Background: an optimization exercise with open tools, aiming at small area and a short achievable clock period. Do not read the settings as production practice. At most, simulation tests tie the RTL to the original design; equivalence was not proved. Power and IR drop assume default switching activity.

==> flow/design.v (excerpt) <==
module queue(clk,rst,datain,rw,dataout,full,empty);
  input clk,rst,rw;
  input [7:0] datain;
  output reg full, empty;
  output reg [7:0] dataout;
  reg wb;                    
  reg [15:0] nwcol;          
  reg [7:0] nwrow;           
  reg [15:0] nwce, nwco;     
  reg rb;
  reg [15:0] rcol;           
  reg [7:0] rrow;            
  reg [15:0] ecol;           
  reg [7:0] erow;            
  reg nfull, nempty;         
  reg [7:0] ndout;           
  wire push = rw & nfull;
  wire pop  = ~rw & nempty;
  wire [15:0] wcol = ~nwcol;
  wire [7:0] wrow = ~nwrow;
  wire [15:0] wcol_n = {wcol[14:0], wcol[15]};
  wire [7:0] wrow_n = wcol[15] ? {wrow[6:0], wrow[7]} : wrow;
  wire [15:0] rcol_n = {rcol[14:0], rcol[15]};
  wire [7:0] rrow_n = rcol[15] ? {rrow[6:0], rrow[7]} : rrow;
  wire same_cr    = (|(rcol & wcol)) & (|(rrow & wrow));
  wire r_next_cr  = (|(rcol_n & wcol)) & (|(rrow_n & wrow));   
  wire w_next_cr  = (|(wcol_n & rcol)) & (|(wrow_n & rrow));   
  wire last_out = rb ? (~wb & r_next_cr) : (wb & same_cr);
  wire last_in  = wb ? (~rb & w_next_cr) : (rb & same_cr);
  wire wb_nx = push ? ~wb : wb;
  ...
make LEC_CHECK=0 CAP_MARGIN=20 CORE_MARGIN=2 CORE_UTILIZATION=60 CTS_CLUSTER_DIAMETER=100 CTS_CLUSTER_SIZE=24 SETUP_SLACK_MARGIN=3.6 SLEW_MARGIN=20 finish   # period 6.0 ns
run.sh (not shown) runs the stock make flow with config.mk's settings and CLKGATE_MAP_FILE= SYNTH_SCRIPT=/design/flow/synth_recipe.tcl, a recipe that flattens the netlist after the stock synthesis.
The baseline ran to the end with no violations.
Change:
- CORE_UTILIZATION: 60 -> 57
- SETUP_SLACK_MARGIN: 3.6 -> 3.75
Result:
- area after synthesis is unchanged
- sequential share of layout area falls by 1.2 points
- combinational power rises by 7.7%
- worst setup slack loses 3.2 ps
- sequential power hardly moves
- non-clock buffer count rises by 43
- via count rises by about 1.7%
- routed wire length rises by 4.3%
Change:
- CORE_UTILIZATION: 57 -> 60
=>
- The changed run completed with no timing, DRC or antenna violations
- synthesized area stays the same
- total power fell by 0.50%
- via count fell by about 1.3%

* * *

the reference run:
The RTL this note starts from:
==> flow/design.v <==
module queue(clk,rst,datain,rw,dataout,full,empty);
  input clk,rst,rw;
  input [7:0] datain;
  output reg full, empty;
  output reg [7:0] dataout;
  reg [15:0] wcol, wrow;     
  reg [15:0] rcol, rrow;     
  wire push = rw & ~full;
  wire pop  = ~rw & ~empty;
  wire [15:0] wcol_n = {wcol[14:0], wcol[15]};
  wire [15:0] wrow_n = wcol[15] ? {wrow[14:0], wrow[15]} : wrow;
  wire [15:0] rcol_n = {rcol[14:0], rcol[15]};
  wire [15:0] rrow_n = rcol[15] ? {rrow[14:0], rrow[15]} : rrow;
  wire last_out = (|(rcol_n & wcol)) & (|(rrow_n & wrow));
  wire last_in  = (|(wcol_n & rcol)) & (|(wrow_n & rrow));
  wire [15:0] wcol_en = wcol & {16{~full}};
  reg [7:0] mem [0:255];
  genvar i, r;
  generate
    for (i = 0; i < 256; i = i + 1) begin : g_mem
      always @(posedge clk)
        if (wrow[i/16] & wcol_en[i%16])
          mem[i] <= datain;
    end
  endgenerate
  wire [7:0] rowdata [0:15];
  generate
    for (r = 0; r < 16; r = r + 1) begin : g_row
      integer c;
      reg [7:0] acc;
      always @* begin
        acc = 8'd0;
        for (c = 0; c < 16; c = c + 1)
          acc = acc | (mem[r*16+c] & {8{rcol[c]}});
      end
      assign rowdata[r] = acc;
    end
  endgenerate
  reg [7:0] rdata;
  integer k;
  always @* begin
    rdata = 8'd0;
    for (k = 0; k < 16; k = k + 1)
      rdata = rdata | (rowdata[k] & {8{rrow[k]}});
  end
  always @(posedge clk) begin
    if (rst) begin
      wcol <= 16'd1;
      wrow <= 16'd1;
      rcol <= 16'd1;
      rrow <= 16'd1;
      full <= 1'b0;
      empty <= 1'b1;
      dataout <= 8'd0;
    end else begin
      if (push) begin
        wcol <= wcol_n;
        wrow <= wrow_n;
        empty <= 1'b0;
        full <= last_in;
      end
      if (pop) begin
        rcol <= rcol_n;
        rrow <= rrow_n;
        full <= 1'b0;
        empty <= last_out;
        dataout <= rdata;
      end
    end
  end
endmodule
clock: 6.0 ns
lec_check: 0
cap_margin: 20
core_margin: 2
core_utilization: 55
cts_cluster_diameter: 100
cts_cluster_size: 24
setup_slack_margin: 3.6
slew_margin: 20
tns_end_percent: 5
Here is what was changed in the inputs of the trial run compared with the reference run.
Settings: swapping 3.6 for 3.5 in SETUP_SLACK_MARGIN; clearing TNS_END_PERCENT, which used to be 5.
Results
Diff the reference run -> the trial run: setup slack did not really move; post-synthesis to final-layout area growth went down. Routed wire in the trial run totals less than in the reference run. In terms of total power draw, the trial run and the reference run differ only marginally. From the reference run to the trial run the numbers moved as follows: number of ordinary inverters in the final layout did not really move; number of diodes added for antenna fixing went down.

* * *

main:
queue, a different RTL version from the one above (not shown whole).
Size in the first run: about 4300 cells after synthesis, ~2100 flip-flops, roughly 21 I/O pins, ~78000 um2 of cells after synthesis.
==> flow/config.mk <==
export PLATFORM = sky130hd
export DESIGN_NAME = queue
export DESIGN_NICKNAME = queue
export VERILOG_FILES = /design/flow/design.v
export SDC_FILE = /design/flow/constraint.sdc
export NUM_CORES = 4
export LEC_CHECK = 0
export CAP_MARGIN = 20
export CORE_MARGIN = 2
export CORE_UTILIZATION = 40
export CTS_CLUSTER_DIAMETER = 100
export CTS_CLUSTER_SIZE = 24
export SETUP_SLACK_MARGIN = 3.6
export SLEW_MARGIN = 20
==> flow/constraint.sdc <==
create_clock -name core_clock -period 6.0 [get_ports {clk}]
set_input_delay 1.2000 -clock core_clock [delete_from_list [all_inputs] [get_ports {clk}]]
set_output_delay 1.2000 -clock core_clock [all_outputs]
set_load 0.01 [all_outputs]
main completed every stage of the flow, and the final layout passed the timing, design-rule and antenna checks.
#### Input delta (the feature branch over main)
# main
export LEC_CHECK = 0
export CAP_MARGIN = 20
export CORE_MARGIN = 2
export CORE_UTILIZATION = 40
export CTS_CLUSTER_DIAMETER = 100
export CTS_CLUSTER_SIZE = 24
export SETUP_SLACK_MARGIN = 3.6
export SLEW_MARGIN = 20
create_clock -name core_clock -period 6.0 [get_ports {clk}]
# the feature branch
export LEC_CHECK = 0
export CAP_MARGIN = 20
export CORE_MARGIN = 2
export CORE_UTILIZATION = 40
export CTS_CLUSTER_DIAMETER = 100
export CTS_CLUSTER_SIZE = 24
export SETUP_SLACK_MARGIN = 3.0
export SLEW_MARGIN = 20
create_clock -name core_clock -period 6.0 [get_ports {clk}]
Findings:
- Diff main -> the feature branch: overall track demand over capacity in global routing went down, total power went down, instance count of the mapped netlist did not really move, sequential share of layout area went up, fraction of the yosys area taken by sequential cells did not really move.
- Relative to main, the wire length of the first global-routing pass measured on the feature branch has decreased by a little under 10%.
- Lower non-clock buffer count was reported by the feature branch, not main.
- Compare main and the feature branch | layout net count higher: main
- The feature branch does worse than main on time the worst path needs with I/O delays and setup.
- [compare] base=main new=the feature branch: wire length has decreased, core utilization fell by 3.1 points.
- Worst setup path startpoint: rcol[12]$_SDFFE_PP0P_ -> the feature branch, rcol[1]$_SDFFE_PP0P_ -> main
No functional check of the RTL was part of any run of this note.

-- afterwards: timing with drivers on the ports --
No port has a modelled driver above. Below, the same layouts with a new extraction and two added sets of constraints.
Step 1: set_driving_cell puts a clkbuf_16 on clk and a buf_2 on each other input, an assumption about the parent block.
Step 2, shift: input delay + t, output delay - t, t = (earliest + latest rising clock arrival at the registers) / 2. This alone moves slack from input paths to output paths.
a / b / c = ideal / step 1 / step 2; a / b = the first two.
run | t, ns | setup slack, ns | clock arrival spread, ns | pins driven straight from the clock port
the first run of note 1 | 0.831 | 3.511 / 3.427 / 3.013 | 0.030 / 0.031 | 1
the second run of note 1 | 0.833 | 3.508 / 3.418 / 2.975 | 0.033 / 0.033 | 1
the third run of note 1 | 0.818 | 3.541 / 3.460 / 2.999 | 0.038 / 0.038 | 1
the reference run | 0.832 | 3.370 / 3.370 / 2.797 | 0.052 / 0.051 | 1
the trial run | 0.824 | 3.372 / 3.372 / 2.728 | 0.046 / 0.045 | 1
main | 0.852 | 3.251 / 3.251 / 2.831 | 0.064 / 0.064 | 1
the feature branch | 0.847 | 2.901 / 2.901 / 2.761 | 0.058 / 0.057 | 1
After both steps every run listed still meets setup and hold. The setup slack of the trial run, which loses most, moves by 0.000 ns with the drivers and by -0.644 ns with both steps.
